Source: an optimization exercise on an open RTL-to-GDS flow (aim: small area, a short achievable clock period and few clock cycles). Production flows keep margins and buffers that such runs may drop. RTL that was checked went through simulation tests only; none was proved equivalent to the original. Power figures rest on the tool's default switching activity, not on a simulated workload.

==> trial 50: inputs <==
## levinson_top
module levinson_top(clock, reset, start, done,
	scratch_mem_read_addr, scratch_mem_in,
	scratch_mem_write_addr, scratch_mem_out, scratch_mem_write_en);
clock: 20.0 ns
lec_check: 0
abc_area: 1
cap_margin: 20
core_margin: 2
core_utilization: 45
cts_cluster_diameter: 100
cts_cluster_size: 16
place_density: 0.65
slew_margin: 20
standard.sh (not shown) runs the stock make flow with config.mk's settings and CLKGATE_MAP_FILE= SYNTH_SCRIPT=/design/flow/synth_recipe.tcl, a recipe that flattens the netlist after the stock synthesis.
==> flow/flow/run.sh <==
#!/bin/bash
set -euo pipefail
bash standard.sh SETUP_SLACK_MARGIN=15 finish > standard.log 2>&1
==> build 79 (differences from trial 50) <==
==> flow/flow/run.sh (replaced) <==
#!/bin/bash
set -euo pipefail
bash standard.sh SETUP_SLACK_MARGIN=14.8 finish > standard.log 2>&1
Settings changed: CORE_UTILIZATION 45 to 40, PLACE_DENSITY 0.65 to 0.6.
==> trial 71 (differences from trial 50) <==
--- a/flow/design.v
+++ b/flow/design.v
@@ -531,22 +531,18 @@
 	wire [15:0] mq = p_small ? P[15:0] : (p_big ? 16'h7fff : P[30:15]);
 	wire [31:0] t_next = t_lm ? (p_big ? MAX32 : {P[30:0], 1'b0}) : {{15{mq[15]}}, mq, 1'b0};
 	wire [31:0] acc_next = a_ld ? T : sadd(acc, T);
 	wire [4:0] lz = nrm(acc);
 	wire [4:0] lzk = nrm(K);
 	wire [31:0] sh_out = (sh_k ? K : acc) << (sh_k ? amtk : lz);
 	wire [31:0] shl2_acc = (acc[31] != acc[30]) ? acc :
 	                       ((acc[31] != acc[29]) ? {acc[30:0], 1'b0} : {acc[29:0], 2'b0});
-	wire [31:0] ng_in = ng_s ? sum : acc;
-	wire [31:0] ng_raw = ~ng_in + 32'd1;
-	wire [31:0] ng_out = (ng_in == MIN32) ? MAX32 : ng_raw;
-	wire [1:0] s2 = (acc[31] != acc[30]) ? 2'd0 : ((acc[31] != acc[29]) ? 2'd1 : 2'd2);
-	wire [31:0] neg_shl2 = (shl2_acc == MIN32) ? MAX32 :
-	                       ((s2 == 2'd0) ? ng_raw : ((s2 == 2'd1) ? {ng_raw[30:0], 1'b0} : {ng_raw[29:0], 2'b0}));
+	wire [31:0] ng_in = ng_s ? sum : (r_fi ? shl2_acc : acc);
+	wire [31:0] ng_out = (ng_in == MIN32) ? MAX32 : (~ng_in + 32'd1);
 	wire [31:0] sh4 = ({32{s4[0]}} & sum) | ({32{s4[1]}} & {sum[30:0], 1'b0}) |
 	                  ({32{s4[2]}} & {sum[29:0], 2'b0}) | ({32{s4[3]}} & {sum[28:0], 3'b0}) |
 	                  ({32{s4[4]}} & {sum[27:0], 4'b0});
 	wire [31:0] oa = ({32{sa_acc}} & acc) | ({32{sa_sum}} & sum) | ({32{sa_sh4}} & sh4);
 	wire [31:0] ob = ({32{sb_ad}} & comp(AD)) | ({32{sb_acc}} & acc) | ({32{sb_mi}} & comp(MI));
 	wire [31:0] o_raw = oa + ob;
 	wire o_ovf = (oa[31] == ob[31]) && (o_raw[31] != oa[31]);
 	wire [31:0] o_sum = o_ovf ? (oa[31] ? MIN32 : MAX32) : o_raw;
@@ -576,20 +572,21 @@
 			dt = T_S; dk = ns;
 		end else if (u_avail) begin
 			dt = T_U; dk = nu;
 		end
 	end
 	wire signed [15:0] kh = K[31:16];
 	wire k_unst = (kh > 16'sd32750) || (kh < -16'sd32750);
 	wire [15:0] den = alp[31:16];
-	wire [16:0] s1t = {rem, 1'b0} - {1'b0, den};
-	wire [15:0] s1r = s1t[16] ? {rem[14:0], 1'b0} : s1t[15:0];
-	wire [16:0] s2t = {s1r, 1'b0} - {1'b0, den};
-	wire [15:0] s2r = s2t[16] ? {s1r[14:0], 1'b0} : s2t[15:0];
+	wire [17:0] rb = {rem, 2'b00};                          
+	wire [18:0] q1t = {1'b0, rb} - {3'b0, den};
+	wire [18:0] q2t = {1'b0, rb} - {2'b0, den, 1'b0};
+	wire [18:0] q3t = q1t - {2'b0, den, 1'b0};             
+	wire [16:0] r2t = {rem, 1'b0} - {1'b0, den};            
 	wire [3:0] um = it - 4'd1 - jck;    
 	wire [3:0] rm = it - 4'd1 - jrk;    
 	wire run = (mode == M_RUN);
 	wire rst_m = (mode == M_RST);
 	wire w_u = run & p2 & r_u & ~lit;                    
 	wire w_f3 = run & p2 & f3;                           
 	wire w_f4 = run & p0 & f4;                           
 	wire w_lw = run & lit & ((p1 & ew1) | (p2 & ew2));   
@@ -606,17 +603,17 @@
 	always @(posedge clock)
 		if (s_os | s_ab | s_10 | s_0)
 			sum <= ({32{s_os}} & o_sum) | ({32{s_ab}} & fmt(sum[31] ? ng_out : sum)) |
 			       ({32{s_10}} & {{4{K[31]}}, K[31:5], 1'b0});
 	wire k_fi = run & p2 & r_fi;
 	wire k_f2 = run & p1 & f2;
 	always @(posedge clock)
 		if (k_fi | k_f2)
-			K <= ({32{k_fi}} & (t0pos ? neg_shl2 : shl2_acc)) | ({32{k_f2}} & sh_out);
+			K <= ({32{k_fi}} & (t0pos ? ng_out : shl2_acc)) | ({32{k_f2}} & sh_out);
 	wire ld = run & p2;
 	wire x_k = (jbt == T_KK) | (jbt == T_U);
 	wire x_a = (jbt == T_AL) | (jbt == T_I1);
 	wire x_i = (jbt == T_I2);
 	wire x_s = (jbt == T_FI);
 	wire x_h = (jbt == T_S);
 	wire y_k = (jbt == T_KK);
 	wire y_kk = (jbt == T_AL);
@@ -636,23 +633,27 @@
 		T <= t_next;
 		acc <= acc_next;
 		MI <= scratch_mem_in;
 		AD <= MI;                 
 		we <= 1'b0;
 		done_r <= 1'b0;
 		wa <= bufa(it[0], rm);
 		ra <= bufa(~it[0], um);
-		rem <= (dcnt == 4'd8) ? s1r : s2r;
+		if (dcnt == 4'd8) rem <= r2t[16] ? {rem[14:0], 1'b0} : r2t[15:0];
+		else if (!q3t[18]) rem <= q3t[15:0];
+		else if (!q2t[18]) rem <= q2t[15:0];
+		else if (!q1t[18]) rem <= q1t[15:0];
+		else rem <= rb[15:0];
 		if (dcnt != 4'd0) begin
 			dcnt <= dcnt - 4'd1;
 			if (dcnt == 4'd8) begin
-				inv <= {15'd0, ~s1t[16], 16'd0};
+				inv <= {15'd0, ~r2t[16], 16'd0};
 			end else begin
-				inv[31:16] <= {inv[29:16], ~s1t[16], ~s2t[16]};
+				inv[31:16] <= {inv[29:16], !q3t[18] || !q2t[18], !q3t[18] || (q2t[18] && !q1t[18])};
 			end
 		end
 		case (mode)
 		M_IDLE: begin
 			ra <= start ? 12'd273 : 12'd272;    
 			mode <= start ? M_RUN : M_IDLE;
 			pro <= start;
 			p0 <= 1'b0; p1 <= 1'b1; p2 <= 1'b0;
==> flow/run.sh (new file) <==
#!/bin/bash
# synth_recipe.tcl (not shown) runs the flow's synth.tcl, then flattens the netlist and writes it again
# the make line also repeats each setting of config.mk as NAME=value (left out here)
make -C /OpenROAD-flow-scripts/flow DESIGN_CONFIG=/design/flow/config.mk WORK_HOME=/design/flow/orfs CLKGATE_MAP_FILE= SYNTH_SCRIPT=/design/flow/synth_recipe.tcl finish
Settings changed: CORE_UTILIZATION 45 to 40, CTS_CLUSTER_DIAMETER 100 to unset, CTS_CLUSTER_SIZE 16 to unset, PLACE_DENSITY 0.65 to 0.6.
removed: flow/flow/run.sh
removed: flow/standard.sh
==> build 58 (differences from trial 50) <==
--- a/flow/design.v
+++ b/flow/design.v
@@ -531,22 +531,18 @@
 	wire [15:0] mq = p_small ? P[15:0] : (p_big ? 16'h7fff : P[30:15]);
 	wire [31:0] t_next = t_lm ? (p_big ? MAX32 : {P[30:0], 1'b0}) : {{15{mq[15]}}, mq, 1'b0};
 	wire [31:0] acc_next = a_ld ? T : sadd(acc, T);
 	wire [4:0] lz = nrm(acc);
 	wire [4:0] lzk = nrm(K);
 	wire [31:0] sh_out = (sh_k ? K : acc) << (sh_k ? amtk : lz);
 	wire [31:0] shl2_acc = (acc[31] != acc[30]) ? acc :
 	                       ((acc[31] != acc[29]) ? {acc[30:0], 1'b0} : {acc[29:0], 2'b0});
-	wire [31:0] ng_in = ng_s ? sum : acc;
-	wire [31:0] ng_raw = ~ng_in + 32'd1;
-	wire [31:0] ng_out = (ng_in == MIN32) ? MAX32 : ng_raw;
-	wire [1:0] s2 = (acc[31] != acc[30]) ? 2'd0 : ((acc[31] != acc[29]) ? 2'd1 : 2'd2);
-	wire [31:0] neg_shl2 = (shl2_acc == MIN32) ? MAX32 :
-	                       ((s2 == 2'd0) ? ng_raw : ((s2 == 2'd1) ? {ng_raw[30:0], 1'b0} : {ng_raw[29:0], 2'b0}));
+	wire [31:0] ng_in = ng_s ? sum : (r_fi ? shl2_acc : acc);
+	wire [31:0] ng_out = (ng_in == MIN32) ? MAX32 : (~ng_in + 32'd1);
 	wire [31:0] sh4 = ({32{s4[0]}} & sum) | ({32{s4[1]}} & {sum[30:0], 1'b0}) |
 	                  ({32{s4[2]}} & {sum[29:0], 2'b0}) | ({32{s4[3]}} & {sum[28:0], 3'b0}) |
 	                  ({32{s4[4]}} & {sum[27:0], 4'b0});
 	wire [31:0] oa = ({32{sa_acc}} & acc) | ({32{sa_sum}} & sum) | ({32{sa_sh4}} & sh4);
 	wire [31:0] ob = ({32{sb_ad}} & comp(AD)) | ({32{sb_acc}} & acc) | ({32{sb_mi}} & comp(MI));
 	wire [31:0] o_raw = oa + ob;
 	wire o_ovf = (oa[31] == ob[31]) && (o_raw[31] != oa[31]);
 	wire [31:0] o_sum = o_ovf ? (oa[31] ? MIN32 : MAX32) : o_raw;
@@ -606,17 +602,17 @@
 	always @(posedge clock)
 		if (s_os | s_ab | s_10 | s_0)
 			sum <= ({32{s_os}} & o_sum) | ({32{s_ab}} & fmt(sum[31] ? ng_out : sum)) |
 			       ({32{s_10}} & {{4{K[31]}}, K[31:5], 1'b0});
 	wire k_fi = run & p2 & r_fi;
 	wire k_f2 = run & p1 & f2;
 	always @(posedge clock)
 		if (k_fi | k_f2)
-			K <= ({32{k_fi}} & (t0pos ? neg_shl2 : shl2_acc)) | ({32{k_f2}} & sh_out);
+			K <= ({32{k_fi}} & (t0pos ? ng_out : shl2_acc)) | ({32{k_f2}} & sh_out);
 	wire ld = run & p2;
 	wire x_k = (jbt == T_KK) | (jbt == T_U);
 	wire x_a = (jbt == T_AL) | (jbt == T_I1);
 	wire x_i = (jbt == T_I2);
 	wire x_s = (jbt == T_FI);
 	wire x_h = (jbt == T_S);
 	wire y_k = (jbt == T_KK);
 	wire y_kk = (jbt == T_AL);
Settings changed: CORE_UTILIZATION 45 to 40, CTS_CLUSTER_DIAMETER 100 to 120, CTS_CLUSTER_SIZE 16 to 20, PLACE_DENSITY 0.65 to 0.6.
==> comparison table <==
quantity	trial 71	build 58	trial 50	build 79
Number of cell instances on the worst register-to-register path	23	14	18	17
Switching Share	52.4%	54.0%	54.5%	54.2%
DRC violation total after the first TritonRoute iteration	7,137	6,818	7,800	6,570
Worst Max-Slew Pin Slew	1260 ps	1200 ps	1340 ps	1330 ps
Diode insertion count for antenna repair	17	8	27	14
Max-slew headroom at the worst pin	15.8%	19.9%	10.2%	11.6%
Clk pwr	0.00145 W	0.000928 W	0.00104 W	0.00102 W
Cell area after synthesis	49,100 sq um	48,100 sq um	48,100 sq um	48,100 sq um
Startpoint of the most critical setup path	sb_ad	wd[12]	wd[23]	acc[21]
Slowest cell delay on critical path	770 ps	420 ps	410 ps	820 ps
Leakage component of the power	23.9 nW	23.0 nW	23.4 nW	23.2 nW
Worst-case vdd ir drop	0.0995 mV	0.138 mV	0.125 mV	0.0960 mV
Worst clock skew	32.2 ps	47.0 ps	52.7 ps	40.8 ps
Floorplan die width	354 um	351 um	331 um	351 um
Area growth, synth to finish	10.6%	9.81%	10.4%	9.63%
Adder-Cell Fraction of Synth Area	10.7%	10.4%	10.5%	10.5%
Pin count of the biggest net entering global routing	73	66	71	71
Outcome	timing/DRC/antenna clean	timing/DRC/antenna clean	timing/DRC/antenna clean	timing/DRC/antenna clean
Number of standard cells in the layout, taps in and fillers out	8,481	8,201	8,038	8,231
Testbench counts of trial 50, summed over its fixed seeds: cycles 1,370,400.
Testbench counts of build 79, summed over its fixed seeds: cycles 1,370,400.
Testbench counts of trial 71, summed over its fixed seeds: cycles 1,370,400.
Function not checked in build 58: the RTL went through the layout flow alone.

[static timing again, ports no longer ideal]
In the flow no input, the clock included, has a driving cell. The finished layouts below were timed again as built, in two steps.
Step 1 (the two cells are an assumption about what drives the block):
set clk [get_ports {clock}]
set_driving_cell -lib_cell sky130_fd_sc_hd__clkbuf_16 $clk
set_driving_cell -lib_cell sky130_fd_sc_hd__buf_2 [delete_from_list [all_inputs] $clk]
Step 2 also shifts input and output timing later by t, the mid clock arrival at the registers, as if the neighbouring blocks saw the same clock.
Three values: no drivers, after step 1, after step 2; two values: the first two.
run | shift t [ns] | setup WS [ns] | clock arrival spread, ns | worst register clock-pin slew, ns | worst data-port slew with drivers (ns)
trial 50 | 0.754 | 14.777 / 14.696 / 14.742 | 0.058 / 0.059 | 0.09 / 0.09 | 0.12
build 79 | 0.762 | 14.764 / 14.727 / 14.718 | 0.041 / 0.041 | 0.09 / 0.09 | 0.09
trial 71 | 0.776 | 13.395 / 13.395 / 13.395 | 0.033 / 0.033 | 0.07 / 0.07 | 0.05
build 58 | 0.752 | 14.770 / 14.682 / 14.853 | 0.052 / 0.052 | 0.12 / 0.12 | 0.10
After both steps every run listed still meets setup and hold. The setup slack of build 79, which loses most, moves by -0.037 ns with the drivers and by -0.046 ns with both steps.
